Source: an optimization exercise on an open RTL-to-GDS flow (aim: small area and a short achievable clock period). Production flows keep margins and buffers that such runs may drop.
No run shown here included a check of the RTL's function; only the layout flow was run.
Power and IR drop assume default switching activity.

## flow/design.v (module list and top-level ports; edited modules follow where they fit)
// module ArithmaticUnit: 390 lines
// module pa_aoi22: 3 lines
// module pa_aoi222: 3 lines
// module pa_nand2: 3 lines
// module pa_xnor2: 3 lines
// module pa_xor2: 3 lines
// module pa_and2: 3 lines
// module pa_maj3: 3 lines
// module pa_nor2: 3 lines
// module pa_inv: 3 lines
// module pa_aoi21: 3 lines
// module pa_oai21: 3 lines
// module pa_fa: 4 lines
// module pa_ha: 4 lines
module ArithmaticUnit(
		input wire clock_i, isWb_i, enable_i,
		input wire [4:0] wbAddress_i,
		input wire [6:0] opCode_i,
		input wire [15:0] pOperand_i, sOperand_i,
		output reg wbEnable_o,
		output reg [4:0] wbAddress_o,
		output reg [15:0] wbData_o,
		output reg [1:0] statusWriteback_o  
    );
  // ...
==> flow/flow/run.sh <==
#!/bin/bash
# Standard ORFS layout, with smaller port buffers and free cell resizing.
set -euo pipefail
bash standard.sh MATCH_CELL_FOOTPRINT=0 ABC_LOAD_IN_FF=1 "BUFFER_PORTS_ARGS=-buffer_cell sky130_fd_sc_hd__buf_1" finish > make_finish.log 2>&1
==> flow/standard.sh <==
#!/bin/bash
# synth_recipe.tcl (not shown) runs the flow's synth.tcl, then flattens the netlist and writes it again
# the make line also repeats each setting of config.mk as NAME=value (left out here)
make -C /OpenROAD-flow-scripts/flow DESIGN_CONFIG=/design/flow/config.mk WORK_HOME=/design/flow/orfs CLKGATE_MAP_FILE= SYNTH_SCRIPT=/design/flow/synth_recipe.tcl "${@:-finish}"
==> flow/config.mk <==
export PLATFORM = sky130hd
export DESIGN_NAME = ArithmaticUnit
export DESIGN_NICKNAME = ArithmaticUnit
export VERILOG_FILES = /design/flow/design.v
export SDC_FILE = /design/flow/constraint.sdc
export NUM_CORES = 4
export LEC_CHECK = 0
export CAP_MARGIN = 20
export CORE_MARGIN = 2
export CORE_UTILIZATION = 60
export SETUP_SLACK_MARGIN = 2.5
export SLEW_MARGIN = 20
export SYNTH_HIERARCHICAL = 1
export SYNTH_MINIMUM_KEEP_SIZE = 0
==> flow/constraint.sdc <==
create_clock -name core_clock -period 8.0 [get_ports {clock_i}]
set_input_delay 1.6000 -clock core_clock [delete_from_list [all_inputs] [get_ports {clock_i}]]
set_output_delay 1.6000 -clock core_clock [all_outputs]
set_load 0.01 [all_outputs]
==> summary.md, run 1 <==
| Metric | Value |
|---|---|
| Nets | `685` |
| Initial core utilization | `62.67%` |
| Worst setup EP type | `flip-flop` |
| First-pass GRT wire length | `19.95 mm` |
| Pint | `712.1 uW` |
| Layout cell share with drive strength beyond 1 | `16.85%` |
| Largest family of logic cells by synthesized area | `XOR/XNOR gates` |
| # Taps | `a little under 100` |
| Invs w/o clock | `7` |
| Clock Power | `114 uW` |
| Syn_nets | `590` |
| Adder-cell area share of the yosys netlist | `11.08%` |
| Comb group | `1.14 mW` |
| Compound-Gate Fraction of Synth Area | `between 10% and 20%` |
| Grt ovf | `0` |
| Util after Layout | `73.51%` |
| Comb pwr share | `about 79%` |
| Max-slew violation count | `0` |
| Fraction of the yosys area taken by sequential cells | `15.69%` |
| Share of the synthesized area in the top cell type | `24.59%` |
| YS warnings | `7` |
| Post-synth EDFFs | `24` |
| Hold Slack | `1485 ps` |
| Leak | `2.060 nW` |
| Crit-path leading delay family | `simple AND/OR/NAND/NOR gates` |
| Most common library cells after synthesis | `xor2_1, xnor2_1, a22oi_1` |
| Status | `no timing/DRC/antenna violations` |
| Regs by FF count | `wbData_o: 16 flops, wbAddress_o: 5 flops, statusWriteback_o: 2 flops` |
| Reg power frac | `between 10% and 20%` |
| Dpl cell area | `5019 sq um` |
| Register bit total from synthesis | `24` |
| Reg area | `720.7 sq um` |
| # rows | `31` |
| Worst slack, placed | `1557 ps` |
| Met1 WL | `5.369 mm` |
| Final Non-Filler Cells | `approximately 730` |
| Initial DRC Count | `around 330` |
| Post-Syn Instances | `541` |
==> module ArithmaticUnit, before the edit <==
module ArithmaticUnit(
		input wire clock_i, isWb_i, enable_i,
		input wire [4:0] wbAddress_i,
		input wire [6:0] opCode_i,
		input wire [15:0] pOperand_i, sOperand_i,
		output reg wbEnable_o,
		output reg [4:0] wbAddress_o,
		output reg [15:0] wbData_o,
		output reg [1:0] statusWriteback_o  
    );
	wire [15:0] P = pOperand_i;
	wire [15:0] S = sOperand_i;
	wire mul = opCode_i[1] & opCode_i[0];
	wire sub = opCode_i[1] & ~opCode_i[0];
	wire as  = opCode_i[1] ^ opCode_i[0];
	wire [7:0] one, two, neg;
	assign one[0] = opCode_i[0] ? (~opCode_i[1] | P[0]) : opCode_i[1];
	assign two[0] = opCode_i[1] & opCode_i[0] & P[1] & ~P[0];
	assign neg[0] = opCode_i[1] & (~opCode_i[0] | P[1]);
	genvar k;
	generate for (k = 1; k < 8; k = k + 1) begin : enc
		assign one[k] = mul & (P[2*k] ^ P[2*k-1]);
		assign two[k] = mul & ((P[2*k+1] & ~P[2*k] & ~P[2*k-1]) | (~P[2*k+1] & P[2*k] & P[2*k-1]));
		assign neg[k] = mul & P[2*k+1];
	end endgenerate
	wire pp0_0_n; pa_nand2 u_pp0_0_n (.a(one[0]), .b(S[0]), .y(pp0_0_n));
	wire pp0_0; pa_xnor2 u_pp0_0 (.a(pp0_0_n), .b(neg[0]), .y(pp0_0));
	wire pp0_1_n; pa_aoi22 u_pp0_1_n (.a(one[0]), .b(S[1]), .c(two[0]), .d(S[0]), .y(pp0_1_n));
	wire pp0_1; pa_xnor2 u_pp0_1 (.a(pp0_1_n), .b(neg[0]), .y(pp0_1));
	wire pp0_2_n; pa_aoi22 u_pp0_2_n (.a(one[0]), .b(S[2]), .c(two[0]), .d(S[1]), .y(pp0_2_n));
	wire pp0_2; pa_xnor2 u_pp0_2 (.a(pp0_2_n), .b(neg[0]), .y(pp0_2));
	wire pp0_3_n; pa_aoi22 u_pp0_3_n (.a(one[0]), .b(S[3]), .c(two[0]), .d(S[2]), .y(pp0_3_n));
	wire pp0_3; pa_xnor2 u_pp0_3 (.a(pp0_3_n), .b(neg[0]), .y(pp0_3));
	wire pp0_4_n; pa_aoi22 u_pp0_4_n (.a(one[0]), .b(S[4]), .c(two[0]), .d(S[3]), .y(pp0_4_n));
	wire pp0_4; pa_xnor2 u_pp0_4 (.a(pp0_4_n), .b(neg[0]), .y(pp0_4));
	wire pp0_5_n; pa_aoi22 u_pp0_5_n (.a(one[0]), .b(S[5]), .c(two[0]), .d(S[4]), .y(pp0_5_n));
	wire pp0_5; pa_xnor2 u_pp0_5 (.a(pp0_5_n), .b(neg[0]), .y(pp0_5));
	wire pp0_6_n; pa_aoi22 u_pp0_6_n (.a(one[0]), .b(S[6]), .c(two[0]), .d(S[5]), .y(pp0_6_n));
	wire pp0_6; pa_xnor2 u_pp0_6 (.a(pp0_6_n), .b(neg[0]), .y(pp0_6));
	wire pp0_7_n; pa_aoi22 u_pp0_7_n (.a(one[0]), .b(S[7]), .c(two[0]), .d(S[6]), .y(pp0_7_n));
	wire pp0_7; pa_xnor2 u_pp0_7 (.a(pp0_7_n), .b(neg[0]), .y(pp0_7));
	wire pp0_8_n; pa_aoi22 u_pp0_8_n (.a(one[0]), .b(S[8]), .c(two[0]), .d(S[7]), .y(pp0_8_n));
	wire pp0_8; pa_xnor2 u_pp0_8 (.a(pp0_8_n), .b(neg[0]), .y(pp0_8));
	wire pp0_9_n; pa_aoi22 u_pp0_9_n (.a(one[0]), .b(S[9]), .c(two[0]), .d(S[8]), .y(pp0_9_n));
	wire pp0_9; pa_xnor2 u_pp0_9 (.a(pp0_9_n), .b(neg[0]), .y(pp0_9));
	wire pp0_10_n; pa_aoi22 u_pp0_10_n (.a(one[0]), .b(S[10]), .c(two[0]), .d(S[9]), .y(pp0_10_n));
	wire pp0_10; pa_xnor2 u_pp0_10 (.a(pp0_10_n), .b(neg[0]), .y(pp0_10));
	wire pp0_11_n; pa_aoi22 u_pp0_11_n (.a(one[0]), .b(S[11]), .c(two[0]), .d(S[10]), .y(pp0_11_n));
	wire pp0_11; pa_xnor2 u_pp0_11 (.a(pp0_11_n), .b(neg[0]), .y(pp0_11));
	wire pp0_12_n; pa_aoi22 u_pp0_12_n (.a(one[0]), .b(S[12]), .c(two[0]), .d(S[11]), .y(pp0_12_n));
	wire pp0_12; pa_xnor2 u_pp0_12 (.a(pp0_12_n), .b(neg[0]), .y(pp0_12));
	wire pp0_13_n; pa_aoi22 u_pp0_13_n (.a(one[0]), .b(S[13]), .c(two[0]), .d(S[12]), .y(pp0_13_n));
	wire pp0_13; pa_xnor2 u_pp0_13 (.a(pp0_13_n), .b(neg[0]), .y(pp0_13));
	wire pp0_14_n; pa_aoi22 u_pp0_14_n (.a(one[0]), .b(S[14]), .c(two[0]), .d(S[13]), .y(pp0_14_n));
	wire pp0_14; pa_xnor2 u_pp0_14 (.a(pp0_14_n), .b(neg[0]), .y(pp0_14));
	wire pp0_15_n; pa_aoi22 u_pp0_15_n (.a(one[0]), .b(S[15]), .c(two[0]), .d(S[14]), .y(pp0_15_n));
	wire pp0_15; pa_xnor2 u_pp0_15 (.a(pp0_15_n), .b(neg[0]), .y(pp0_15));
	wire ng0 = neg[0];
	wire pp1_2_n; pa_aoi22 u_pp1_2_n (.a(one[1]), .b(S[0]), .c(as), .d(P[2]), .y(pp1_2_n));
	wire pp1_2; pa_xnor2 u_pp1_2 (.a(pp1_2_n), .b(neg[1]), .y(pp1_2));
	wire pp1_3_n; pa_aoi222 u_pp1_3_n (.a(one[1]), .b(S[1]), .c(two[1]), .d(S[0]), .e(as), .f(P[3]), .y(pp1_3_n));
	wire pp1_3; pa_xnor2 u_pp1_3 (.a(pp1_3_n), .b(neg[1]), .y(pp1_3));
	wire pp1_4_n; pa_aoi222 u_pp1_4_n (.a(one[1]), .b(S[2]), .c(two[1]), .d(S[1]), .e(as), .f(P[4]), .y(pp1_4_n));
	wire pp1_4; pa_xnor2 u_pp1_4 (.a(pp1_4_n), .b(neg[1]), .y(pp1_4));
	wire pp1_5_n; pa_aoi222 u_pp1_5_n (.a(one[1]), .b(S[3]), .c(two[1]), .d(S[2]), .e(as), .f(P[5]), .y(pp1_5_n));
	wire pp1_5; pa_xnor2 u_pp1_5 (.a(pp1_5_n), .b(neg[1]), .y(pp1_5));
	wire pp1_6_n; pa_aoi222 u_pp1_6_n (.a(one[1]), .b(S[4]), .c(two[1]), .d(S[3]), .e(as), .f(P[6]), .y(pp1_6_n));
	wire pp1_6; pa_xnor2 u_pp1_6 (.a(pp1_6_n), .b(neg[1]), .y(pp1_6));
	wire pp1_7_n; pa_aoi222 u_pp1_7_n (.a(one[1]), .b(S[5]), .c(two[1]), .d(S[4]), .e(as), .f(P[7]), .y(pp1_7_n));
	wire pp1_7; pa_xnor2 u_pp1_7 (.a(pp1_7_n), .b(neg[1]), .y(pp1_7));
	wire pp1_8_n; pa_aoi222 u_pp1_8_n (.a(one[1]), .b(S[6]), .c(two[1]), .d(S[5]), .e(as), .f(P[8]), .y(pp1_8_n));
	wire pp1_8; pa_xnor2 u_pp1_8 (.a(pp1_8_n), .b(neg[1]), .y(pp1_8));
	wire pp1_9_n; pa_aoi222 u_pp1_9_n (.a(one[1]), .b(S[7]), .c(two[1]), .d(S[6]), .e(as), .f(P[9]), .y(pp1_9_n));
	wire pp1_9; pa_xnor2 u_pp1_9 (.a(pp1_9_n), .b(neg[1]), .y(pp1_9));
	wire pp1_10_n; pa_aoi222 u_pp1_10_n (.a(one[1]), .b(S[8]), .c(two[1]), .d(S[7]), .e(as), .f(P[10]), .y(pp1_10_n));
	wire pp1_10; pa_xnor2 u_pp1_10 (.a(pp1_10_n), .b(neg[1]), .y(pp1_10));
	wire pp1_11_n; pa_aoi222 u_pp1_11_n (.a(one[1]), .b(S[9]), .c(two[1]), .d(S[8]), .e(as), .f(P[11]), .y(pp1_11_n));
	wire pp1_11; pa_xnor2 u_pp1_11 (.a(pp1_11_n), .b(neg[1]), .y(pp1_11));
	wire pp1_12_n; pa_aoi222 u_pp1_12_n (.a(one[1]), .b(S[10]), .c(two[1]), .d(S[9]), .e(as), .f(P[12]), .y(pp1_12_n));
	wire pp1_12; pa_xnor2 u_pp1_12 (.a(pp1_12_n), .b(neg[1]), .y(pp1_12));
	wire pp1_13_n; pa_aoi222 u_pp1_13_n (.a(one[1]), .b(S[11]), .c(two[1]), .d(S[10]), .e(as), .f(P[13]), .y(pp1_13_n));
	wire pp1_13; pa_xnor2 u_pp1_13 (.a(pp1_13_n), .b(neg[1]), .y(pp1_13));
	wire pp1_14_n; pa_aoi222 u_pp1_14_n (.a(one[1]), .b(S[12]), .c(two[1]), .d(S[11]), .e(as), .f(P[14]), .y(pp1_14_n));
	wire pp1_14; pa_xnor2 u_pp1_14 (.a(pp1_14_n), .b(neg[1]), .y(pp1_14));
	wire pp1_15_n; pa_aoi222 u_pp1_15_n (.a(one[1]), .b(S[13]), .c(two[1]), .d(S[12]), .e(as), .f(P[15]), .y(pp1_15_n));
	wire pp1_15; pa_xnor2 u_pp1_15 (.a(pp1_15_n), .b(neg[1]), .y(pp1_15));
	wire ng1 = neg[1];
	wire pp2_4_n; pa_nand2 u_pp2_4_n (.a(one[2]), .b(S[0]), .y(pp2_4_n));
	wire pp2_4; pa_xnor2 u_pp2_4 (.a(pp2_4_n), .b(neg[2]), .y(pp2_4));
	wire pp2_5_n; pa_aoi22 u_pp2_5_n (.a(one[2]), .b(S[1]), .c(two[2]), .d(S[0]), .y(pp2_5_n));
	wire pp2_5; pa_xnor2 u_pp2_5 (.a(pp2_5_n), .b(neg[2]), .y(pp2_5));
	wire pp2_6_n; pa_aoi22 u_pp2_6_n (.a(one[2]), .b(S[2]), .c(two[2]), .d(S[1]), .y(pp2_6_n));
	wire pp2_6; pa_xnor2 u_pp2_6 (.a(pp2_6_n), .b(neg[2]), .y(pp2_6));
	wire pp2_7_n; pa_aoi22 u_pp2_7_n (.a(one[2]), .b(S[3]), .c(two[2]), .d(S[2]), .y(pp2_7_n));
	wire pp2_7; pa_xnor2 u_pp2_7 (.a(pp2_7_n), .b(neg[2]), .y(pp2_7));
	wire pp2_8_n; pa_aoi22 u_pp2_8_n (.a(one[2]), .b(S[4]), .c(two[2]), .d(S[3]), .y(pp2_8_n));
	wire pp2_8; pa_xnor2 u_pp2_8 (.a(pp2_8_n), .b(neg[2]), .y(pp2_8));
	wire pp2_9_n; pa_aoi22 u_pp2_9_n (.a(one[2]), .b(S[5]), .c(two[2]), .d(S[4]), .y(pp2_9_n));
	wire pp2_9; pa_xnor2 u_pp2_9 (.a(pp2_9_n), .b(neg[2]), .y(pp2_9));
	wire pp2_10_n; pa_aoi22 u_pp2_10_n (.a(one[2]), .b(S[6]), .c(two[2]), .d(S[5]), .y(pp2_10_n));
	wire pp2_10; pa_xnor2 u_pp2_10 (.a(pp2_10_n), .b(neg[2]), .y(pp2_10));
	wire pp2_11_n; pa_aoi22 u_pp2_11_n (.a(one[2]), .b(S[7]), .c(two[2]), .d(S[6]), .y(pp2_11_n));
	wire pp2_11; pa_xnor2 u_pp2_11 (.a(pp2_11_n), .b(neg[2]), .y(pp2_11));
	wire pp2_12_n; pa_aoi22 u_pp2_12_n (.a(one[2]), .b(S[8]), .c(two[2]), .d(S[7]), .y(pp2_12_n));
	wire pp2_12; pa_xnor2 u_pp2_12 (.a(pp2_12_n), .b(neg[2]), .y(pp2_12));
	wire pp2_13_n; pa_aoi22 u_pp2_13_n (.a(one[2]), .b(S[9]), .c(two[2]), .d(S[8]), .y(pp2_13_n));
	wire pp2_13; pa_xnor2 u_pp2_13 (.a(pp2_13_n), .b(neg[2]), .y(pp2_13));
	wire pp2_14_n; pa_aoi22 u_pp2_14_n (.a(one[2]), .b(S[10]), .c(two[2]), .d(S[9]), .y(pp2_14_n));
	wire pp2_14; pa_xnor2 u_pp2_14 (.a(pp2_14_n), .b(neg[2]), .y(pp2_14));
	wire pp2_15_n; pa_aoi22 u_pp2_15_n (.a(one[2]), .b(S[11]), .c(two[2]), .d(S[10]), .y(pp2_15_n));
	wire pp2_15; pa_xnor2 u_pp2_15 (.a(pp2_15_n), .b(neg[2]), .y(pp2_15));
	wire ng2 = neg[2];
	wire pp3_6_n; pa_nand2 u_pp3_6_n (.a(one[3]), .b(S[0]), .y(pp3_6_n));
	wire pp3_6; pa_xnor2 u_pp3_6 (.a(pp3_6_n), .b(neg[3]), .y(pp3_6));
	wire pp3_7_n; pa_aoi22 u_pp3_7_n (.a(one[3]), .b(S[1]), .c(two[3]), .d(S[0]), .y(pp3_7_n));
	wire pp3_7; pa_xnor2 u_pp3_7 (.a(pp3_7_n), .b(neg[3]), .y(pp3_7));
	wire pp3_8_n; pa_aoi22 u_pp3_8_n (.a(one[3]), .b(S[2]), .c(two[3]), .d(S[1]), .y(pp3_8_n));
	wire pp3_8; pa_xnor2 u_pp3_8 (.a(pp3_8_n), .b(neg[3]), .y(pp3_8));
	wire pp3_9_n; pa_aoi22 u_pp3_9_n (.a(one[3]), .b(S[3]), .c(two[3]), .d(S[2]), .y(pp3_9_n));
	wire pp3_9; pa_xnor2 u_pp3_9 (.a(pp3_9_n), .b(neg[3]), .y(pp3_9));
	wire pp3_10_n; pa_aoi22 u_pp3_10_n (.a(one[3]), .b(S[4]), .c(two[3]), .d(S[3]), .y(pp3_10_n));
	wire pp3_10; pa_xnor2 u_pp3_10 (.a(pp3_10_n), .b(neg[3]), .y(pp3_10));
	wire pp3_11_n; pa_aoi22 u_pp3_11_n (.a(one[3]), .b(S[5]), .c(two[3]), .d(S[4]), .y(pp3_11_n));
	wire pp3_11; pa_xnor2 u_pp3_11 (.a(pp3_11_n), .b(neg[3]), .y(pp3_11));
	wire pp3_12_n; pa_aoi22 u_pp3_12_n (.a(one[3]), .b(S[6]), .c(two[3]), .d(S[5]), .y(pp3_12_n));
	wire pp3_12; pa_xnor2 u_pp3_12 (.a(pp3_12_n), .b(neg[3]), .y(pp3_12));
	wire pp3_13_n; pa_aoi22 u_pp3_13_n (.a(one[3]), .b(S[7]), .c(two[3]), .d(S[6]), .y(pp3_13_n));
	wire pp3_13; pa_xnor2 u_pp3_13 (.a(pp3_13_n), .b(neg[3]), .y(pp3_13));
	wire pp3_14_n; pa_aoi22 u_pp3_14_n (.a(one[3]), .b(S[8]), .c(two[3]), .d(S[7]), .y(pp3_14_n));
	wire pp3_14; pa_xnor2 u_pp3_14 (.a(pp3_14_n), .b(neg[3]), .y(pp3_14));
	wire pp3_15_n; pa_aoi22 u_pp3_15_n (.a(one[3]), .b(S[9]), .c(two[3]), .d(S[8]), .y(pp3_15_n));
	wire pp3_15; pa_xnor2 u_pp3_15 (.a(pp3_15_n), .b(neg[3]), .y(pp3_15));
	wire ng3 = neg[3];
	wire pp4_8_n; pa_nand2 u_pp4_8_n (.a(one[4]), .b(S[0]), .y(pp4_8_n));
	wire pp4_8; pa_xnor2 u_pp4_8 (.a(pp4_8_n), .b(neg[4]), .y(pp4_8));
	wire pp4_9_n; pa_aoi22 u_pp4_9_n (.a(one[4]), .b(S[1]), .c(two[4]), .d(S[0]), .y(pp4_9_n));
	wire pp4_9; pa_xnor2 u_pp4_9 (.a(pp4_9_n), .b(neg[4]), .y(pp4_9));
	wire pp4_10_n; pa_aoi22 u_pp4_10_n (.a(one[4]), .b(S[2]), .c(two[4]), .d(S[1]), .y(pp4_10_n));
	wire pp4_10; pa_xnor2 u_pp4_10 (.a(pp4_10_n), .b(neg[4]), .y(pp4_10));
	wire pp4_11_n; pa_aoi22 u_pp4_11_n (.a(one[4]), .b(S[3]), .c(two[4]), .d(S[2]), .y(pp4_11_n));
	wire pp4_11; pa_xnor2 u_pp4_11 (.a(pp4_11_n), .b(neg[4]), .y(pp4_11));
	wire pp4_12_n; pa_aoi22 u_pp4_12_n (.a(one[4]), .b(S[4]), .c(two[4]), .d(S[3]), .y(pp4_12_n));
	wire pp4_12; pa_xnor2 u_pp4_12 (.a(pp4_12_n), .b(neg[4]), .y(pp4_12));
	wire pp4_13_n; pa_aoi22 u_pp4_13_n (.a(one[4]), .b(S[5]), .c(two[4]), .d(S[4]), .y(pp4_13_n));
	wire pp4_13; pa_xnor2 u_pp4_13 (.a(pp4_13_n), .b(neg[4]), .y(pp4_13));
	wire pp4_14_n; pa_aoi22 u_pp4_14_n (.a(one[4]), .b(S[6]), .c(two[4]), .d(S[5]), .y(pp4_14_n));
	wire pp4_14; pa_xnor2 u_pp4_14 (.a(pp4_14_n), .b(neg[4]), .y(pp4_14));
	wire pp4_15_n; pa_aoi22 u_pp4_15_n (.a(one[4]), .b(S[7]), .c(two[4]), .d(S[6]), .y(pp4_15_n));
	wire pp4_15; pa_xnor2 u_pp4_15 (.a(pp4_15_n), .b(neg[4]), .y(pp4_15));
	wire ng4 = neg[4];
	wire pp5_10_n; pa_nand2 u_pp5_10_n (.a(one[5]), .b(S[0]), .y(pp5_10_n));
	wire pp5_10; pa_xnor2 u_pp5_10 (.a(pp5_10_n), .b(neg[5]), .y(pp5_10));
	wire pp5_11_n; pa_aoi22 u_pp5_11_n (.a(one[5]), .b(S[1]), .c(two[5]), .d(S[0]), .y(pp5_11_n));
	wire pp5_11; pa_xnor2 u_pp5_11 (.a(pp5_11_n), .b(neg[5]), .y(pp5_11));
	wire pp5_12_n; pa_aoi22 u_pp5_12_n (.a(one[5]), .b(S[2]), .c(two[5]), .d(S[1]), .y(pp5_12_n));
	wire pp5_12; pa_xnor2 u_pp5_12 (.a(pp5_12_n), .b(neg[5]), .y(pp5_12));
	wire pp5_13_n; pa_aoi22 u_pp5_13_n (.a(one[5]), .b(S[3]), .c(two[5]), .d(S[2]), .y(pp5_13_n));
	wire pp5_13; pa_xnor2 u_pp5_13 (.a(pp5_13_n), .b(neg[5]), .y(pp5_13));
	wire pp5_14_n; pa_aoi22 u_pp5_14_n (.a(one[5]), .b(S[4]), .c(two[5]), .d(S[3]), .y(pp5_14_n));
	wire pp5_14; pa_xnor2 u_pp5_14 (.a(pp5_14_n), .b(neg[5]), .y(pp5_14));
	wire pp5_15_n; pa_aoi22 u_pp5_15_n (.a(one[5]), .b(S[5]), .c(two[5]), .d(S[4]), .y(pp5_15_n));
	wire pp5_15; pa_xnor2 u_pp5_15 (.a(pp5_15_n), .b(neg[5]), .y(pp5_15));
	wire ng5 = neg[5];
	wire pp6_12_n; pa_nand2 u_pp6_12_n (.a(one[6]), .b(S[0]), .y(pp6_12_n));
	wire pp6_12; pa_xnor2 u_pp6_12 (.a(pp6_12_n), .b(neg[6]), .y(pp6_12));
	wire pp6_13_n; pa_aoi22 u_pp6_13_n (.a(one[6]), .b(S[1]), .c(two[6]), .d(S[0]), .y(pp6_13_n));
	wire pp6_13; pa_xnor2 u_pp6_13 (.a(pp6_13_n), .b(neg[6]), .y(pp6_13));
	wire pp6_14_n; pa_aoi22 u_pp6_14_n (.a(one[6]), .b(S[2]), .c(two[6]), .d(S[1]), .y(pp6_14_n));
	wire pp6_14; pa_xnor2 u_pp6_14 (.a(pp6_14_n), .b(neg[6]), .y(pp6_14));
	wire pp6_15_n; pa_aoi22 u_pp6_15_n (.a(one[6]), .b(S[3]), .c(two[6]), .d(S[2]), .y(pp6_15_n));
	wire pp6_15; pa_xnor2 u_pp6_15 (.a(pp6_15_n), .b(neg[6]), .y(pp6_15));
	wire ng6 = neg[6];
	wire pp7_14_n; pa_nand2 u_pp7_14_n (.a(one[7]), .b(S[0]), .y(pp7_14_n));
	wire pp7_14; pa_xnor2 u_pp7_14 (.a(pp7_14_n), .b(neg[7]), .y(pp7_14));
	wire pp7_15_n; pa_aoi22 u_pp7_15_n (.a(one[7]), .b(S[1]), .c(two[7]), .d(S[0]), .y(pp7_15_n));
	wire pp7_15; pa_xnor2 u_pp7_15 (.a(pp7_15_n), .b(neg[7]), .y(pp7_15));
	wire ng7 = neg[7];
	wire xp0 = as & P[0];
	wire xp1 = as & P[1];
	wire hs0, hc0; pa_xor2 u_hs0 (.a(ng5), .b(pp2_10), .y(hs0)); pa_and2 u_hc0 (.a(ng5), .b(pp2_10), .y(hc0));
	wire hs1, hc1; pa_xor2 u_hs1 (.a(pp2_11), .b(pp3_11), .y(hs1)); pa_and2 u_hc1 (.a(pp2_11), .b(pp3_11), .y(hc1));
	wire hs2, hc2; pa_xor2 u_hs2 (.a(ng6), .b(pp2_12), .y(hs2)); pa_and2 u_hc2 (.a(ng6), .b(pp2_12), .y(hc2));
	wire fs0_x, fs0, fc0; pa_xor2 u_fs0_x (.a(pp3_12), .b(pp4_12), .y(fs0_x)); pa_xor2 u_fs0 (.a(fs0_x), .b(pp5_12), .y(fs0)); pa_maj3 u_fc0 (.a(pp3_12), .b(pp4_12), .c(pp5_12), .y(fc0));
	wire hs3, hc3; pa_xor2 u_hs3 (.a(pp2_13), .b(pp3_13), .y(hs3)); pa_and2 u_hc3 (.a(pp2_13), .b(pp3_13), .y(hc3));
	wire fs1_x, fs1, fc1; pa_xor2 u_fs1_x (.a(pp4_13), .b(pp5_13), .y(fs1_x)); pa_xor2 u_fs1 (.a(fs1_x), .b(pp6_13), .y(fs1)); pa_maj3 u_fc1 (.a(pp4_13), .b(pp5_13), .c(pp6_13), .y(fc1));
	wire hs4, hc4; pa_xor2 u_hs4 (.a(ng7), .b(pp2_14), .y(hs4)); pa_and2 u_hc4 (.a(ng7), .b(pp2_14), .y(hc4));
	wire fs2_x, fs2, fc2; pa_xor2 u_fs2_x (.a(pp3_14), .b(pp4_14), .y(fs2_x)); pa_xor2 u_fs2 (.a(fs2_x), .b(pp0_14), .y(fs2)); pa_maj3 u_fc2 (.a(pp3_14), .b(pp4_14), .c(pp0_14), .y(fc2));
	wire fs3_x, fs3, fc3; pa_xor2 u_fs3_x (.a(pp5_14), .b(pp6_14), .y(fs3_x)); pa_xor2 u_fs3 (.a(fs3_x), .b(pp7_14), .y(fs3)); pa_maj3 u_fc3 (.a(pp5_14), .b(pp6_14), .c(pp7_14), .y(fc3));
	wire hs5, hc5; pa_xor2 u_hs5 (.a(pp2_15), .b(pp3_15), .y(hs5)); pa_and2 u_hc5 (.a(pp2_15), .b(pp3_15), .y(hc5));
	wire fs4_x, fs4, fc4; pa_xor2 u_fs4_x (.a(pp4_15), .b(pp5_15), .y(fs4_x)); pa_xor2 u_fs4 (.a(fs4_x), .b(pp1_15), .y(fs4)); pa_maj3 u_fc4 (.a(pp4_15), .b(pp5_15), .c(pp1_15), .y(fc4));
	wire fs5_x, fs5, fc5; pa_xor2 u_fs5_x (.a(pp6_15), .b(pp7_15), .y(fs5_x)); pa_xor2 u_fs5 (.a(fs5_x), .b(pp0_15), .y(fs5)); pa_maj3 u_fc5 (.a(pp6_15), .b(pp7_15), .c(pp0_15), .y(fc5));
	wire hs6, hc6; pa_xor2 u_hs6 (.a(ng3), .b(pp2_6), .y(hs6)); pa_and2 u_hc6 (.a(ng3), .b(pp2_6), .y(hc6));
	wire hs7, hc7; pa_xor2 u_hs7 (.a(pp2_7), .b(pp3_7), .y(hs7)); pa_and2 u_hc7 (.a(pp2_7), .b(pp3_7), .y(hc7));
	wire hs8, hc8; pa_xor2 u_hs8 (.a(ng4), .b(pp2_8), .y(hs8)); pa_and2 u_hc8 (.a(ng4), .b(pp2_8), .y(hc8));
	wire fs6_x, fs6, fc6; pa_xor2 u_fs6_x (.a(pp3_8), .b(pp4_8), .y(fs6_x)); pa_xor2 u_fs6 (.a(fs6_x), .b(pp0_8), .y(fs6)); pa_maj3 u_fc6 (.a(pp3_8), .b(pp4_8), .c(pp0_8), .y(fc6));
	wire hs9, hc9; pa_xor2 u_hs9 (.a(pp2_9), .b(pp3_9), .y(hs9)); pa_and2 u_hc9 (.a(pp2_9), .b(pp3_9), .y(hc9));
	wire fs7_x, fs7, fc7; pa_xor2 u_fs7_x (.a(pp4_9), .b(pp0_9), .y(fs7_x)); pa_xor2 u_fs7 (.a(fs7_x), .b(pp1_9), .y(fs7)); pa_maj3 u_fc7 (.a(pp4_9), .b(pp0_9), .c(pp1_9), .y(fc7));
	wire fs8_x, fs8, fc8; pa_xor2 u_fs8_x (.a(pp3_10), .b(pp4_10), .y(fs8_x)); pa_xor2 u_fs8 (.a(fs8_x), .b(hs0), .y(fs8)); pa_maj3 u_fc8 (.a(pp3_10), .b(pp4_10), .c(hs0), .y(fc8));
	wire fs9_x, fs9, fc9; pa_xor2 u_fs9_x (.a(pp5_10), .b(pp0_10), .y(fs9_x)); pa_xor2 u_fs9 (.a(fs9_x), .b(pp1_10), .y(fs9)); pa_maj3 u_fc9 (.a(pp5_10), .b(pp0_10), .c(pp1_10), .y(fc9));
	wire fs10_x, fs10, fc10; pa_xor2 u_fs10_x (.a(pp4_11), .b(pp5_11), .y(fs10_x)); pa_xor2 u_fs10 (.a(fs10_x), .b(hs1), .y(fs10)); pa_maj3 u_fc10 (.a(pp4_11), .b(pp5_11), .c(hs1), .y(fc10));
	wire fs11_x, fs11, fc11; pa_xor2 u_fs11_x (.a(pp0_11), .b(pp1_11), .y(fs11_x)); pa_xor2 u_fs11 (.a(fs11_x), .b(hc0), .y(fs11)); pa_maj3 u_fc11 (.a(pp0_11), .b(pp1_11), .c(hc0), .y(fc11));
	wire fs12_x, fs12, fc12; pa_xor2 u_fs12_x (.a(pp6_12), .b(pp0_12), .y(fs12_x)); pa_xor2 u_fs12 (.a(fs12_x), .b(fs0), .y(fs12)); pa_maj3 u_fc12 (.a(pp6_12), .b(pp0_12), .c(fs0), .y(fc12));
	wire fs13_x, fs13, fc13; pa_xor2 u_fs13_x (.a(pp1_12), .b(hc1), .y(fs13_x)); pa_xor2 u_fs13 (.a(fs13_x), .b(hs2), .y(fs13)); pa_maj3 u_fc13 (.a(pp1_12), .b(hc1), .c(hs2), .y(fc13));
	wire fs14_x, fs14, fc14; pa_xor2 u_fs14_x (.a(pp0_13), .b(pp1_13), .y(fs14_x)); pa_xor2 u_fs14 (.a(fs14_x), .b(fs1), .y(fs14)); pa_maj3 u_fc14 (.a(pp0_13), .b(pp1_13), .c(fs1), .y(fc14));
	wire fs15_x, fs15, fc15; pa_xor2 u_fs15_x (.a(hc2), .b(hs3), .y(fs15_x)); pa_xor2 u_fs15 (.a(fs15_x), .b(fc0), .y(fs15)); pa_maj3 u_fc15 (.a(hc2), .b(hs3), .c(fc0), .y(fc15));
	wire fs16_x, fs16, fc16; pa_xor2 u_fs16_x (.a(pp1_14), .b(hc3), .y(fs16_x)); pa_xor2 u_fs16 (.a(fs16_x), .b(fs3), .y(fs16)); pa_maj3 u_fc16 (.a(pp1_14), .b(hc3), .c(fs3), .y(fc16));
	wire fs17_x, fs17, fc17; pa_xor2 u_fs17_x (.a(hs4), .b(fc1), .y(fs17_x)); pa_xor2 u_fs17 (.a(fs17_x), .b(fs2), .y(fs17)); pa_maj3 u_fc17 (.a(hs4), .b(fc1), .c(fs2), .y(fc17));
	wire fs18_x, fs18, fc18; pa_xor2 u_fs18_x (.a(hc4), .b(hs5), .y(fs18_x)); pa_xor2 u_fs18 (.a(fs18_x), .b(fc2), .y(fs18)); pa_maj3 u_fc18 (.a(hc4), .b(hs5), .c(fc2), .y(fc18));
	wire fs19_x, fs19, fc19; pa_xor2 u_fs19_x (.a(fc3), .b(fs4), .y(fs19_x)); pa_xor2 u_fs19 (.a(fs19_x), .b(fs5), .y(fs19)); pa_maj3 u_fc19 (.a(fc3), .b(fs4), .c(fs5), .y(fc19));
	wire hs10, hc10; pa_xor2 u_hs10 (.a(ng2), .b(pp2_4), .y(hs10)); pa_and2 u_hc10 (.a(ng2), .b(pp2_4), .y(hc10));
	wire hs11, hc11; pa_xor2 u_hs11 (.a(pp2_5), .b(pp0_5), .y(hs11)); pa_and2 u_hc11 (.a(pp2_5), .b(pp0_5), .y(hc11));
	wire fs20_x, fs20, fc20; pa_xor2 u_fs20_x (.a(pp3_6), .b(pp0_6), .y(fs20_x)); pa_xor2 u_fs20 (.a(fs20_x), .b(pp1_6), .y(fs20)); pa_maj3 u_fc20 (.a(pp3_6), .b(pp0_6), .c(pp1_6), .y(fc20));
	wire fs21_x, fs21, fc21; pa_xor2 u_fs21_x (.a(pp0_7), .b(pp1_7), .y(fs21_x)); pa_xor2 u_fs21 (.a(fs21_x), .b(hc6), .y(fs21)); pa_maj3 u_fc21 (.a(pp0_7), .b(pp1_7), .c(hc6), .y(fc21));
	wire fs22_x, fs22, fc22; pa_xor2 u_fs22_x (.a(pp1_8), .b(hc7), .y(fs22_x)); pa_xor2 u_fs22 (.a(fs22_x), .b(hs8), .y(fs22)); pa_maj3 u_fc22 (.a(pp1_8), .b(hc7), .c(hs8), .y(fc22));
	wire fs23_x, fs23, fc23; pa_xor2 u_fs23_x (.a(hc8), .b(hs9), .y(fs23_x)); pa_xor2 u_fs23 (.a(fs23_x), .b(fc6), .y(fs23)); pa_maj3 u_fc23 (.a(hc8), .b(hs9), .c(fc6), .y(fc23));
	wire fs24_x, fs24, fc24; pa_xor2 u_fs24_x (.a(hc9), .b(fc7), .y(fs24_x)); pa_xor2 u_fs24 (.a(fs24_x), .b(fs8), .y(fs24)); pa_maj3 u_fc24 (.a(hc9), .b(fc7), .c(fs8), .y(fc24));
	wire fs25_x, fs25, fc25; pa_xor2 u_fs25_x (.a(fc9), .b(fs10), .y(fs25_x)); pa_xor2 u_fs25 (.a(fs25_x), .b(fs11), .y(fs25)); pa_maj3 u_fc25 (.a(fc9), .b(fs10), .c(fs11), .y(fc25));
	wire fs26_x, fs26, fc26; pa_xor2 u_fs26_x (.a(fc11), .b(fc10), .y(fs26_x)); pa_xor2 u_fs26 (.a(fs26_x), .b(fs13), .y(fs26)); pa_maj3 u_fc26 (.a(fc11), .b(fc10), .c(fs13), .y(fc26));
	wire fs27_x, fs27, fc27; pa_xor2 u_fs27_x (.a(fc13), .b(fs14), .y(fs27_x)); pa_xor2 u_fs27 (.a(fs27_x), .b(fs15), .y(fs27)); pa_maj3 u_fc27 (.a(fc13), .b(fs14), .c(fs15), .y(fc27));
	wire fs28_x, fs28, fc28; pa_xor2 u_fs28_x (.a(fs16), .b(fc15), .y(fs28_x)); pa_xor2 u_fs28 (.a(fs28_x), .b(fc14), .y(fs28)); pa_maj3 u_fc28 (.a(fs16), .b(fc15), .c(fc14), .y(fc28));
	wire fs29_x, fs29, fc29; pa_xor2 u_fs29_x (.a(fs18), .b(fc16), .y(fs29_x)); pa_xor2 u_fs29 (.a(fs29_x), .b(fc17), .y(fs29)); pa_maj3 u_fc29 (.a(fs18), .b(fc16), .c(fc17), .y(fc29));
	wire hs12, hc12; pa_xor2 u_hs12 (.a(xp0), .b(ng0), .y(hs12)); pa_and2 u_hc12 (.a(xp0), .b(ng0), .y(hc12));
	wire hs13, hc13; pa_xor2 u_hs13 (.a(xp1), .b(pp0_1), .y(hs13)); pa_and2 u_hc13 (.a(xp1), .b(pp0_1), .y(hc13));
	wire fs30_x, fs30, fc30; pa_xor2 u_fs30_x (.a(ng1), .b(pp0_2), .y(fs30_x)); pa_xor2 u_fs30 (.a(fs30_x), .b(pp1_2), .y(fs30)); pa_maj3 u_fc30 (.a(ng1), .b(pp0_2), .c(pp1_2), .y(fc30));
	wire hs14, hc14; pa_xor2 u_hs14 (.a(pp0_3), .b(pp1_3), .y(hs14)); pa_and2 u_hc14 (.a(pp0_3), .b(pp1_3), .y(hc14));
	wire fs31_x, fs31, fc31; pa_xor2 u_fs31_x (.a(pp0_4), .b(pp1_4), .y(fs31_x)); pa_xor2 u_fs31 (.a(fs31_x), .b(hs10), .y(fs31)); pa_maj3 u_fc31 (.a(pp0_4), .b(pp1_4), .c(hs10), .y(fc31));
	wire fs32_x, fs32, fc32; pa_xor2 u_fs32_x (.a(pp1_5), .b(hc10), .y(fs32_x)); pa_xor2 u_fs32 (.a(fs32_x), .b(hs11), .y(fs32)); pa_maj3 u_fc32 (.a(pp1_5), .b(hc10), .c(hs11), .y(fc32));
	wire fs33_x, fs33, fc33; pa_xor2 u_fs33_x (.a(hs6), .b(hc11), .y(fs33_x)); pa_xor2 u_fs33 (.a(fs33_x), .b(fs20), .y(fs33)); pa_maj3 u_fc33 (.a(hs6), .b(hc11), .c(fs20), .y(fc33));
	wire fs34_x, fs34, fc34; pa_xor2 u_fs34_x (.a(hs7), .b(fc20), .y(fs34_x)); pa_xor2 u_fs34 (.a(fs34_x), .b(fs21), .y(fs34)); pa_maj3 u_fc34 (.a(hs7), .b(fc20), .c(fs21), .y(fc34));
	wire fs35_x, fs35, fc35; pa_xor2 u_fs35_x (.a(fs6), .b(fc21), .y(fs35_x)); pa_xor2 u_fs35 (.a(fs35_x), .b(fs22), .y(fs35)); pa_maj3 u_fc35 (.a(fs6), .b(fc21), .c(fs22), .y(fc35));
	wire fs36_x, fs36, fc36; pa_xor2 u_fs36_x (.a(fs7), .b(fc22), .y(fs36_x)); pa_xor2 u_fs36 (.a(fs36_x), .b(fs23), .y(fs36)); pa_maj3 u_fc36 (.a(fs7), .b(fc22), .c(fs23), .y(fc36));
	wire fs37_x, fs37, fc37; pa_xor2 u_fs37_x (.a(fs9), .b(fc23), .y(fs37_x)); pa_xor2 u_fs37 (.a(fs37_x), .b(fs24), .y(fs37)); pa_maj3 u_fc37 (.a(fs9), .b(fc23), .c(fs24), .y(fc37));
	wire fs38_x, fs38, fc38; pa_xor2 u_fs38_x (.a(fc8), .b(fc24), .y(fs38_x)); pa_xor2 u_fs38 (.a(fs38_x), .b(fs25), .y(fs38)); pa_maj3 u_fc38 (.a(fc8), .b(fc24), .c(fs25), .y(fc38));
	wire fs39_x, fs39, fc39; pa_xor2 u_fs39_x (.a(fs12), .b(fc25), .y(fs39_x)); pa_xor2 u_fs39 (.a(fs39_x), .b(fs26), .y(fs39)); pa_maj3 u_fc39 (.a(fs12), .b(fc25), .c(fs26), .y(fc39));
	wire fs40_x, fs40, fc40; pa_xor2 u_fs40_x (.a(fc12), .b(fc26), .y(fs40_x)); pa_xor2 u_fs40 (.a(fs40_x), .b(fs27), .y(fs40)); pa_maj3 u_fc40 (.a(fc12), .b(fc26), .c(fs27), .y(fc40));
	wire fs41_x, fs41, fc41; pa_xor2 u_fs41_x (.a(fs17), .b(fc27), .y(fs41_x)); pa_xor2 u_fs41 (.a(fs41_x), .b(fs28), .y(fs41)); pa_maj3 u_fc41 (.a(fs17), .b(fc27), .c(fs28), .y(fc41));
	wire fs42_x, fs42, fc42; pa_xor2 u_fs42_x (.a(fs19), .b(fc28), .y(fs42_x)); pa_xor2 u_fs42 (.a(fs42_x), .b(fs29), .y(fs42)); pa_maj3 u_fc42 (.a(fs19), .b(fc28), .c(fs29), .y(fc42));
	wire [15:0] ra = {fc41, fc40, fc39, fc38, fc37, fc36, fc35, fc34, fc33, fc32, fc31, hc14, fc30, hc13, hc12, hs12};
	wire [15:0] rb = {fs42, fs41, fs40, fs39, fs38, fs37, fs36, fs35, fs34, fs33, fs32, fs31, hs14, fs30, hs13, pp0_0};
	wire [15:0] p0;
	pa_xor2 u_p0_0 (.a(ra[0]), .b(rb[0]), .y(p0[0]));
	wire gn0_0, tn0_0; pa_nand2 u_gn0_0 (.a(ra[0]), .b(rb[0]), .y(gn0_0)); pa_nor2 u_tn0_0 (.a(ra[0]), .b(rb[0]), .y(tn0_0));
	pa_xor2 u_p0_1 (.a(ra[1]), .b(rb[1]), .y(p0[1]));
	wire gn0_1, tn0_1; pa_nand2 u_gn0_1 (.a(ra[1]), .b(rb[1]), .y(gn0_1)); pa_nor2 u_tn0_1 (.a(ra[1]), .b(rb[1]), .y(tn0_1));
	pa_xor2 u_p0_2 (.a(ra[2]), .b(rb[2]), .y(p0[2]));
	wire gn0_2, tn0_2; pa_nand2 u_gn0_2 (.a(ra[2]), .b(rb[2]), .y(gn0_2)); pa_nor2 u_tn0_2 (.a(ra[2]), .b(rb[2]), .y(tn0_2));
	pa_xor2 u_p0_3 (.a(ra[3]), .b(rb[3]), .y(p0[3]));
	wire gn0_3, tn0_3; pa_nand2 u_gn0_3 (.a(ra[3]), .b(rb[3]), .y(gn0_3)); pa_nor2 u_tn0_3 (.a(ra[3]), .b(rb[3]), .y(tn0_3));
	pa_xor2 u_p0_4 (.a(ra[4]), .b(rb[4]), .y(p0[4]));
	wire gn0_4, tn0_4; pa_nand2 u_gn0_4 (.a(ra[4]), .b(rb[4]), .y(gn0_4)); pa_nor2 u_tn0_4 (.a(ra[4]), .b(rb[4]), .y(tn0_4));
	pa_xor2 u_p0_5 (.a(ra[5]), .b(rb[5]), .y(p0[5]));
	wire gn0_5, tn0_5; pa_nand2 u_gn0_5 (.a(ra[5]), .b(rb[5]), .y(gn0_5)); pa_nor2 u_tn0_5 (.a(ra[5]), .b(rb[5]), .y(tn0_5));
	pa_xor2 u_p0_6 (.a(ra[6]), .b(rb[6]), .y(p0[6]));
	wire gn0_6, tn0_6; pa_nand2 u_gn0_6 (.a(ra[6]), .b(rb[6]), .y(gn0_6)); pa_nor2 u_tn0_6 (.a(ra[6]), .b(rb[6]), .y(tn0_6));
	pa_xor2 u_p0_7 (.a(ra[7]), .b(rb[7]), .y(p0[7]));
	wire gn0_7, tn0_7; pa_nand2 u_gn0_7 (.a(ra[7]), .b(rb[7]), .y(gn0_7)); pa_nor2 u_tn0_7 (.a(ra[7]), .b(rb[7]), .y(tn0_7));
	pa_xor2 u_p0_8 (.a(ra[8]), .b(rb[8]), .y(p0[8]));
	wire gn0_8, tn0_8; pa_nand2 u_gn0_8 (.a(ra[8]), .b(rb[8]), .y(gn0_8)); pa_nor2 u_tn0_8 (.a(ra[8]), .b(rb[8]), .y(tn0_8));
	pa_xor2 u_p0_9 (.a(ra[9]), .b(rb[9]), .y(p0[9]));
	wire gn0_9, tn0_9; pa_nand2 u_gn0_9 (.a(ra[9]), .b(rb[9]), .y(gn0_9)); pa_nor2 u_tn0_9 (.a(ra[9]), .b(rb[9]), .y(tn0_9));
	pa_xor2 u_p0_10 (.a(ra[10]), .b(rb[10]), .y(p0[10]));
	wire gn0_10, tn0_10; pa_nand2 u_gn0_10 (.a(ra[10]), .b(rb[10]), .y(gn0_10)); pa_nor2 u_tn0_10 (.a(ra[10]), .b(rb[10]), .y(tn0_10));
	pa_xor2 u_p0_11 (.a(ra[11]), .b(rb[11]), .y(p0[11]));
	wire gn0_11, tn0_11; pa_nand2 u_gn0_11 (.a(ra[11]), .b(rb[11]), .y(gn0_11)); pa_nor2 u_tn0_11 (.a(ra[11]), .b(rb[11]), .y(tn0_11));
	pa_xor2 u_p0_12 (.a(ra[12]), .b(rb[12]), .y(p0[12]));
	wire gn0_12, tn0_12; pa_nand2 u_gn0_12 (.a(ra[12]), .b(rb[12]), .y(gn0_12)); pa_nor2 u_tn0_12 (.a(ra[12]), .b(rb[12]), .y(tn0_12));
	pa_xor2 u_p0_13 (.a(ra[13]), .b(rb[13]), .y(p0[13]));
	wire gn0_13, tn0_13; pa_nand2 u_gn0_13 (.a(ra[13]), .b(rb[13]), .y(gn0_13)); pa_nor2 u_tn0_13 (.a(ra[13]), .b(rb[13]), .y(tn0_13));
	pa_xor2 u_p0_14 (.a(ra[14]), .b(rb[14]), .y(p0[14]));
	wire gn0_14, tn0_14; pa_nand2 u_gn0_14 (.a(ra[14]), .b(rb[14]), .y(gn0_14)); pa_nor2 u_tn0_14 (.a(ra[14]), .b(rb[14]), .y(tn0_14));
	pa_xor2 u_p0_15 (.a(ra[15]), .b(rb[15]), .y(p0[15]));
	wire gn0_15, tn0_15; pa_nand2 u_gn0_15 (.a(ra[15]), .b(rb[15]), .y(gn0_15)); pa_nor2 u_tn0_15 (.a(ra[15]), .b(rb[15]), .y(tn0_15));
	wire g1_1; pa_oai21 u_g1_1 (.a1(tn0_1), .a2(gn0_0), .b1(gn0_1), .y(g1_1));
	wire g1_2; pa_oai21 u_g1_2 (.a1(tn0_2), .a2(gn0_1), .b1(gn0_2), .y(g1_2));
	wire t1_2; pa_nor2 u_t1_2 (.a(tn0_2), .b(tn0_1), .y(t1_2));
	wire g1_3; pa_oai21 u_g1_3 (.a1(tn0_3), .a2(gn0_2), .b1(gn0_3), .y(g1_3));
	wire t1_3; pa_nor2 u_t1_3 (.a(tn0_3), .b(tn0_2), .y(t1_3));
	wire g1_4; pa_oai21 u_g1_4 (.a1(tn0_4), .a2(gn0_3), .b1(gn0_4), .y(g1_4));
	wire t1_4; pa_nor2 u_t1_4 (.a(tn0_4), .b(tn0_3), .y(t1_4));
	wire g1_5; pa_oai21 u_g1_5 (.a1(tn0_5), .a2(gn0_4), .b1(gn0_5), .y(g1_5));
	wire t1_5; pa_nor2 u_t1_5 (.a(tn0_5), .b(tn0_4), .y(t1_5));
	wire g1_6; pa_oai21 u_g1_6 (.a1(tn0_6), .a2(gn0_5), .b1(gn0_6), .y(g1_6));
	wire t1_6; pa_nor2 u_t1_6 (.a(tn0_6), .b(tn0_5), .y(t1_6));
	wire g1_7; pa_oai21 u_g1_7 (.a1(tn0_7), .a2(gn0_6), .b1(gn0_7), .y(g1_7));
	wire t1_7; pa_nor2 u_t1_7 (.a(tn0_7), .b(tn0_6), .y(t1_7));
	wire g1_8; pa_oai21 u_g1_8 (.a1(tn0_8), .a2(gn0_7), .b1(gn0_8), .y(g1_8));
	wire t1_8; pa_nor2 u_t1_8 (.a(tn0_8), .b(tn0_7), .y(t1_8));
	wire g1_9; pa_oai21 u_g1_9 (.a1(tn0_9), .a2(gn0_8), .b1(gn0_9), .y(g1_9));
	wire t1_9; pa_nor2 u_t1_9 (.a(tn0_9), .b(tn0_8), .y(t1_9));
	wire g1_10; pa_oai21 u_g1_10 (.a1(tn0_10), .a2(gn0_9), .b1(gn0_10), .y(g1_10));
	wire t1_10; pa_nor2 u_t1_10 (.a(tn0_10), .b(tn0_9), .y(t1_10));
	wire g1_11; pa_oai21 u_g1_11 (.a1(tn0_11), .a2(gn0_10), .b1(gn0_11), .y(g1_11));
	wire t1_11; pa_nor2 u_t1_11 (.a(tn0_11), .b(tn0_10), .y(t1_11));
	wire g1_12; pa_oai21 u_g1_12 (.a1(tn0_12), .a2(gn0_11), .b1(gn0_12), .y(g1_12));
	wire t1_12; pa_nor2 u_t1_12 (.a(tn0_12), .b(tn0_11), .y(t1_12));
	wire g1_13; pa_oai21 u_g1_13 (.a1(tn0_13), .a2(gn0_12), .b1(gn0_13), .y(g1_13));
	wire t1_13; pa_nor2 u_t1_13 (.a(tn0_13), .b(tn0_12), .y(t1_13));
	wire g1_14; pa_oai21 u_g1_14 (.a1(tn0_14), .a2(gn0_13), .b1(gn0_14), .y(g1_14));
	wire t1_14; pa_nor2 u_t1_14 (.a(tn0_14), .b(tn0_13), .y(t1_14));
	wire g1_15; pa_oai21 u_g1_15 (.a1(tn0_15), .a2(gn0_14), .b1(gn0_15), .y(g1_15));
	wire t1_15; pa_nor2 u_t1_15 (.a(tn0_15), .b(tn0_14), .y(t1_15));
	wire gn0_0_i; pa_inv u_gn0_0_i (.a(gn0_0), .y(gn0_0_i));
	wire g2_2; pa_aoi21 u_g2_2 (.a1(t1_2), .a2(gn0_0_i), .b1(g1_2), .y(g2_2));
	wire g2_3; pa_aoi21 u_g2_3 (.a1(t1_3), .a2(g1_1), .b1(g1_3), .y(g2_3));
	wire g2_4; pa_aoi21 u_g2_4 (.a1(t1_4), .a2(g1_2), .b1(g1_4), .y(g2_4));
	wire t2_4; pa_nand2 u_t2_4 (.a(t1_4), .b(t1_2), .y(t2_4));
	wire g2_5; pa_aoi21 u_g2_5 (.a1(t1_5), .a2(g1_3), .b1(g1_5), .y(g2_5));
	wire t2_5; pa_nand2 u_t2_5 (.a(t1_5), .b(t1_3), .y(t2_5));
	wire g2_6; pa_aoi21 u_g2_6 (.a1(t1_6), .a2(g1_4), .b1(g1_6), .y(g2_6));
	wire t2_6; pa_nand2 u_t2_6 (.a(t1_6), .b(t1_4), .y(t2_6));
	wire g2_7; pa_aoi21 u_g2_7 (.a1(t1_7), .a2(g1_5), .b1(g1_7), .y(g2_7));
	wire t2_7; pa_nand2 u_t2_7 (.a(t1_7), .b(t1_5), .y(t2_7));
	wire g2_8; pa_aoi21 u_g2_8 (.a1(t1_8), .a2(g1_6), .b1(g1_8), .y(g2_8));
	wire t2_8; pa_nand2 u_t2_8 (.a(t1_8), .b(t1_6), .y(t2_8));
	wire g2_9; pa_aoi21 u_g2_9 (.a1(t1_9), .a2(g1_7), .b1(g1_9), .y(g2_9));
	wire t2_9; pa_nand2 u_t2_9 (.a(t1_9), .b(t1_7), .y(t2_9));
	wire g2_10; pa_aoi21 u_g2_10 (.a1(t1_10), .a2(g1_8), .b1(g1_10), .y(g2_10));
	wire t2_10; pa_nand2 u_t2_10 (.a(t1_10), .b(t1_8), .y(t2_10));
	wire g2_11; pa_aoi21 u_g2_11 (.a1(t1_11), .a2(g1_9), .b1(g1_11), .y(g2_11));
	wire t2_11; pa_nand2 u_t2_11 (.a(t1_11), .b(t1_9), .y(t2_11));
	wire g2_12; pa_aoi21 u_g2_12 (.a1(t1_12), .a2(g1_10), .b1(g1_12), .y(g2_12));
	wire t2_12; pa_nand2 u_t2_12 (.a(t1_12), .b(t1_10), .y(t2_12));
	wire g2_13; pa_aoi21 u_g2_13 (.a1(t1_13), .a2(g1_11), .b1(g1_13), .y(g2_13));
	wire t2_13; pa_nand2 u_t2_13 (.a(t1_13), .b(t1_11), .y(t2_13));
	wire g2_14; pa_aoi21 u_g2_14 (.a1(t1_14), .a2(g1_12), .b1(g1_14), .y(g2_14));
	wire t2_14; pa_nand2 u_t2_14 (.a(t1_14), .b(t1_12), .y(t2_14));
	wire g2_15; pa_aoi21 u_g2_15 (.a1(t1_15), .a2(g1_13), .b1(g1_15), .y(g2_15));
	wire t2_15; pa_nand2 u_t2_15 (.a(t1_15), .b(t1_13), .y(t2_15));
	wire g3_4; pa_oai21 u_g3_4 (.a1(t2_4), .a2(gn0_0), .b1(g2_4), .y(g3_4));
	wire g1_1_i; pa_inv u_g1_1_i (.a(g1_1), .y(g1_1_i));
	wire g3_5; pa_oai21 u_g3_5 (.a1(t2_5), .a2(g1_1_i), .b1(g2_5), .y(g3_5));
	wire g3_6; pa_oai21 u_g3_6 (.a1(t2_6), .a2(g2_2), .b1(g2_6), .y(g3_6));
	wire g3_7; pa_oai21 u_g3_7 (.a1(t2_7), .a2(g2_3), .b1(g2_7), .y(g3_7));
	wire g3_8; pa_oai21 u_g3_8 (.a1(t2_8), .a2(g2_4), .b1(g2_8), .y(g3_8));
	wire t3_8; pa_nor2 u_t3_8 (.a(t2_8), .b(t2_4), .y(t3_8));
	wire g3_9; pa_oai21 u_g3_9 (.a1(t2_9), .a2(g2_5), .b1(g2_9), .y(g3_9));
	wire t3_9; pa_nor2 u_t3_9 (.a(t2_9), .b(t2_5), .y(t3_9));
	wire g3_10; pa_oai21 u_g3_10 (.a1(t2_10), .a2(g2_6), .b1(g2_10), .y(g3_10));
	wire t3_10; pa_nor2 u_t3_10 (.a(t2_10), .b(t2_6), .y(t3_10));
	wire g3_11; pa_oai21 u_g3_11 (.a1(t2_11), .a2(g2_7), .b1(g2_11), .y(g3_11));
	wire t3_11; pa_nor2 u_t3_11 (.a(t2_11), .b(t2_7), .y(t3_11));
	wire g3_12; pa_oai21 u_g3_12 (.a1(t2_12), .a2(g2_8), .b1(g2_12), .y(g3_12));
	wire t3_12; pa_nor2 u_t3_12 (.a(t2_12), .b(t2_8), .y(t3_12));
	wire g3_13; pa_oai21 u_g3_13 (.a1(t2_13), .a2(g2_9), .b1(g2_13), .y(g3_13));
	wire t3_13; pa_nor2 u_t3_13 (.a(t2_13), .b(t2_9), .y(t3_13));
	wire g3_14; pa_oai21 u_g3_14 (.a1(t2_14), .a2(g2_10), .b1(g2_14), .y(g3_14));
	wire t3_14; pa_nor2 u_t3_14 (.a(t2_14), .b(t2_10), .y(t3_14));
	wire g3_15; pa_oai21 u_g3_15 (.a1(t2_15), .a2(g2_11), .b1(g2_15), .y(g3_15));
	wire t3_15; pa_nor2 u_t3_15 (.a(t2_15), .b(t2_11), .y(t3_15));
	wire g4_8; pa_aoi21 u_g4_8 (.a1(t3_8), .a2(gn0_0_i), .b1(g3_8), .y(g4_8));
	wire g4_9; pa_aoi21 u_g4_9 (.a1(t3_9), .a2(g1_1), .b1(g3_9), .y(g4_9));
	wire g2_2_i; pa_inv u_g2_2_i (.a(g2_2), .y(g2_2_i));
	wire g4_10; pa_aoi21 u_g4_10 (.a1(t3_10), .a2(g2_2_i), .b1(g3_10), .y(g4_10));
	wire g2_3_i; pa_inv u_g2_3_i (.a(g2_3), .y(g2_3_i));
	wire g4_11; pa_aoi21 u_g4_11 (.a1(t3_11), .a2(g2_3_i), .b1(g3_11), .y(g4_11));
	wire g4_12; pa_aoi21 u_g4_12 (.a1(t3_12), .a2(g3_4), .b1(g3_12), .y(g4_12));
	wire g4_13; pa_aoi21 u_g4_13 (.a1(t3_13), .a2(g3_5), .b1(g3_13), .y(g4_13));
	wire g4_14; pa_aoi21 u_g4_14 (.a1(t3_14), .a2(g3_6), .b1(g3_14), .y(g4_14));
	wire g4_15; pa_aoi21 u_g4_15 (.a1(t3_15), .a2(g3_7), .b1(g3_15), .y(g4_15));
	wire [16:0] sum;
	assign sum[0] = p0[0];
	pa_xnor2 u_sum_1 (.a(p0[1]), .b(gn0_0), .y(sum[1]));
	pa_xor2 u_sum_2 (.a(p0[2]), .b(g1_1), .y(sum[2]));
	pa_xnor2 u_sum_3 (.a(p0[3]), .b(g2_2), .y(sum[3]));
	pa_xnor2 u_sum_4 (.a(p0[4]), .b(g2_3), .y(sum[4]));
	pa_xor2 u_sum_5 (.a(p0[5]), .b(g3_4), .y(sum[5]));
	pa_xor2 u_sum_6 (.a(p0[6]), .b(g3_5), .y(sum[6]));
	pa_xor2 u_sum_7 (.a(p0[7]), .b(g3_6), .y(sum[7]));
	pa_xor2 u_sum_8 (.a(p0[8]), .b(g3_7), .y(sum[8]));
	pa_xnor2 u_sum_9 (.a(p0[9]), .b(g4_8), .y(sum[9]));
	pa_xnor2 u_sum_10 (.a(p0[10]), .b(g4_9), .y(sum[10]));
	pa_xnor2 u_sum_11 (.a(p0[11]), .b(g4_10), .y(sum[11]));
	pa_xnor2 u_sum_12 (.a(p0[12]), .b(g4_11), .y(sum[12]));
	pa_xnor2 u_sum_13 (.a(p0[13]), .b(g4_12), .y(sum[13]));
	pa_xnor2 u_sum_14 (.a(p0[14]), .b(g4_13), .y(sum[14]));
	pa_xnor2 u_sum_15 (.a(p0[15]), .b(g4_14), .y(sum[15]));
	assign sum[16] = ~g4_15;
	wire cout = sum[16] | hc5 | fc4 | fc5 | fc18 | fc19 | fc29 | fc42;
	wire arith = ~|opCode_i[6:2];
	always @(posedge clock_i)
	begin
		if (enable_i)
		begin
			wbEnable_o <= isWb_i & |opCode_i;
			wbAddress_o <= wbAddress_i;
			if (arith) wbData_o <= sum[15:0];
			if (arith & as) statusWriteback_o <= {~opCode_i[1] & cout, opCode_i[1] & ~cout};
		end
	end
endmodule
==> run 2: changes to the inputs <==
--- a/flow/design.v
+++ b/flow/design.v
@@ -377,7 +377,8 @@
 	pa_xnor2 u_sum_14 (.a(p0[14]), .b(g4_13), .y(sum[14]));
 	pa_xnor2 u_sum_15 (.a(p0[15]), .b(g4_14), .y(sum[15]));
 	assign sum[16] = ~g4_15;
-	wire cout = sum[16] | hc5 | fc4 | fc5 | fc18 | fc19 | fc29 | fc42;
+	wire cearly_n = ~(hc5 | fc4 | fc5 | fc18 | fc19 | fc29 | fc42);
+	wire cout; pa_nand2 u_cout (.a(g4_15), .b(cearly_n), .y(cout));
 	wire arith = ~|opCode_i[6:2];
 	always @(posedge clock_i)
 	begin
==> run 2 against run 1 <==
Compared with the run above:
- sequential share of layout area increased by 0.40 points
- largest power group unchanged
- sequential power barely moved
- core utilization decreased by 2.1 points
- clock-buffer cell count stayed put
- via count shrank 2.0%
- still clean on timing, DRC and antenna
- wire length is 6.6% lower
- critical path type unchanged
- design area is 2.9% lower
- largest cell class unchanged
==> summary.md, run 2 <==
| Metric | Value |
|---|---|
| Worst Tran Pin Value | `roughly 860 ps` |
| Worst hold path class | `primary input to flip-flop` |
| Sw Share | `~50%` |
| Clock power frac | `8.0%` |
| Syn_nets | `591 (+0.17%)` |
| Commonest non-fill, non-tap cell in the layout | `xor2_1` |
| Clk buf depth | `2` |
| PwrDens | `roughly 260 nW/um^2` |
| Core Region | `7331 sq um` |
| Initial antenna violation count | `0` |
| Slew HR | `between 40% and 50%` |
| CTS tree | `done` |
| # H-tree levels | `1` |
| Ys async rst share | `0%` |
| Wire length per cell | `16.19 microns` |
| Register bit total from synthesis | `24 (unchanged)` |
| Most flops, register | `wbData_o` |
| Shortest period the worst path allows | `roughly 5200 ps` |
| Switching pwr | `688.5 uW` |
| DRT Wirelength | `about 12 mm` |
| VDD IR max | `about 0.00013 V` |
| Post-synth EDFFs | `24 (unchanged)` |
| Largest net degree at the start of global routing | `23` |
| Initial core utilization | `62.67% (unchanged)` |
| Vias in the first global route | `4019` |
| Clock-pin slew on the worst setup and hold paths | `~100 ps` |
| Final hold violations | `0` |
| Grt ovf | `0 (unchanged)` |
| Reg power frac | `14.2% (+0.7 points)` |
| DRC violation count after routing | `0` |
| Num CTS Buffers | `3` |
| Ant. Diodes | `0` |
| Fraction of the yosys area taken by sequential cells | `15.69% (unchanged)` |
| Most common library cells after synthesis | `xor2_1, xnor2_1, a22oi_1` |
| Synth area leaders | `xor2_1, edfxtp_1, xnor2_1, maj3_2, a22oi_1` |
| Pre-antenna DRT Iters | `6` |
| Regs by FF count | `wbData_o: 16 flops, wbAddress_o: 5 flops, statusWriteback_o: 2 flops` |
| Hold-fix buffers, CTS | `0` |
| Mapped Avg Cell Area | `8.477 sq um` |
| Worst setup EP type | `flip-flop` |
| Post-Syn Instances | `542 (+0.18%)` |
| Die ar. | `between 8000 and 9000 sq um` |
| Placed wire-length estimate | `9.394 mm` |
| Vias | `between 4000 and 5000` |
| RSZ-0062 raised after global routing | `no` |
| Data required, critical path | `8030 ps` |
| Leak | `2.005 nW (-2.7%)` |
| Commonest non-fill, non-tap cells in the layout | `xor2_1, xnor2_1, buf_1, a22oi_1, maj3_2` |
| Input/output buffers | `70` |
| Layout cell share with drive strength beyond 1 | `12.36% (-4.5 points)` |
| Netlist Area Pre-Place | `roughly 4600 sq um` |
| Initial DRC Count | `298 (-10%)` |
| Critical path startpoint category | `primary input` |
| Nets | `681 (-0.58%)` |
| Antenna-violating nets left | `0` |
| Worst EP arrival | `5220 ps` |
| Top FF cell, synth | `edfxtp_1` |
| Die width | `91.51 microns` |
| CTS sink cnt | `24` |
| RD Place Congestion | `0.9821` |
| Die H | `91.51 microns` |
| Max-slew violation count | `0 (unchanged)` |
| Final Cycle Share | `roughly 65%` |
| Crit-path max FO | `17` |
| Final setup fails | `0` |
| Status | `no timing/DRC/antenna violations` |
| # rows | `31 (unchanged)` |
| Clk root buf | `clkbuf_8` |
| Comb pwr share | `77.8% (-0.8 points)` |
| Share of the synthesized area in the top cell type | `24.59% (unchanged)` |
| Final setup TNS | `0 ps` |
| Post-synthesis cell type with the largest combined area | `xor2_1` |
| Placed cells | `~720` |
| Vias per cell | `approximately 5.9` |
| Max reg flops | `16` |
| Most frequent cell after synthesis | `xor2_1` |
| Area added between synthesis and finish | `13.92%` |
| Crit path kind | `primary input to flip-flop` |
| Final Non-Filler Cells | `730 (-0.54%)` |
| Top-Level Pins | `a little over 70` |
| Pint | `682.8 uW (-4.1%)` |
| All-Layer GR Usage | `27.96%` |
| First-pass GRT wire length | `19.33 mm (-3.1%)` |
| Max Clk Rate | `about 0.19 GHz` |
| YS warnings | `7 (unchanged)` |
| Max cap viols | `0` |
| Netlist cell types | `27` |
-- run 2: cell count changes in the layout (fill, tap and decap cells not counted), sizes merged --
| cell | delta |
|---|---|
| nor2 | +1 |
| nor4b | -1 |
| clkbuf | -4 |
| clkdlybuf4s15 | -1 |
| nand2 | +1 |
| or4 | +1 |
| nor2b | +1 |
| and3 | -1 |
| a21oi | -1 |
-- run 2: path summary, 6_finish.rpt --
kind | slack (ps) | start | depth (start not counted) | to
worst max-delay path | 2810 | opCode_i[0] | 16 | statusWriteback_o[1]$_DFFE_PP_
worst min-delay path | 1490 | wbAddress_i[1] | 1 | wbAddress_o[1]$_DFFE_PP_
-- run 2: power groups by stage --
stage,logic (mW),registers (mW),clock network (mW)
final,1.07,0.195,0.110
after floorplan,0.817,0.202,0
after global placement,0.996,0.198,0
after global routing,1.18,0.196,0.116
after CTS,1.03,0.195,0.111
after detailed placement,1.03,0.198,0
-- run 2: routing by layer --
metal  GRT usage (%)  part of all wire (%)  vias up
li1                -                     -     2129
met1           38.00                    45     2003
met2           47.37                    48      185
met3           2.075                   5.7       19
met4           7.955                   1.9        0
met5               0                     0        -
-- run 2: per-module statistics from Yosys, one instance, submodules excluded --
module	copies in the design	area (sq um)	cells inside	flops+latches
ArithmaticUnit	1	1175	89	24
pa_maj3	43	11.26	1	0
pa_aoi222	13	10.01	1	0
pa_xnor2	82	8.758	1	0
pa_xor2	122	8.758	1	0
pa_aoi22	52	7.507	1	0
pa_and2	15	6.256	1	0
pa_aoi21	22	5.005	1	0
pa_oai21	27	5.005	1	0
pa_inv	4	3.754	1	0
pa_nand2	36	3.754	1	0
pa_nor2	37	3.754	1	0
-- run 2: final cells by class --
| type | instances | area [sq um] |
|---|---|---|
| fill | 613 | 2097 |
| inverter | 7 | 26.28 |
| multi-input combinational | 509 | 3897 |
| timing repair buffer | 87 | 394.1 |
| sequential | 24 | 720.7 |
| tap | 99 | 123.9 |
| clock inverter | 1 | 30.03 |
| clock buffer | 3 | 41.29 |
-- run 2: timing repair --
action,in CTS,in global routing
cloned,0,0
endpoints found under the setup margin,4,7
pin swaps,0,14
resized for setup,11,18
buffers inserted,0,9
-- run 2: through the flow --
step | hold WS (ps) | util, % | setup slack, ps | instance area (sq um) | total power, mW
CTS | 1488 | 69.77 | 2519 | 5115 | 1.337
floorplan | 1699 | - | 2673 | 4594 | 1.019
global route | 1487 | 71.39 | 2509 | 5234 | 1.493
global placement | 1767 | 68.66 | 1968 | 5034 | 1.194
finish | 1491 | 71.39 | 2810 | 5234 | 1.371
detailed placement | 1773 | 68.66 | 1776 | 5034 | 1.225
-- run 2: logic make-up (layout without fill, tap and decap cells) --
kind of cell | Yosys count | after routing | share of synthesized area (%)
and+or+nand+nor | 129 | 129 | 14.05
DFF | 24 | 24 | 15.69
buffers and inverters | 9 | 98 | 0.7355
AOI/OAI and AO/OA | 124 | 124 | 18.22
adders and majority gates | 45 | 45 | 11.08
xor gates and xnor gates | 211 | 211 | 40.22
-- run 2: worst max-delay path, stage by stage --
cell	delay (ps)
buf_1	170
inv_1	100
ha_1	510
a222oi_1	600
xnor2_1	220
maj3_2	360
maj3_2	320
xor2_1	170
xor2_1	180
nor2_1	250
nor2_1	120
nand2_1	90
nor2_1	50
a21oi_2	170
nand2_1	130
nor2b_1	160

Check on run 2: ideal ports give 2.810 ns setup slack; a clkbuf_16 on the clock port and buf_2 on the inputs give 2.806 ns; moving port delays by the midpoint clock arrival (0.295 ns) as well gives 2.511 ns.
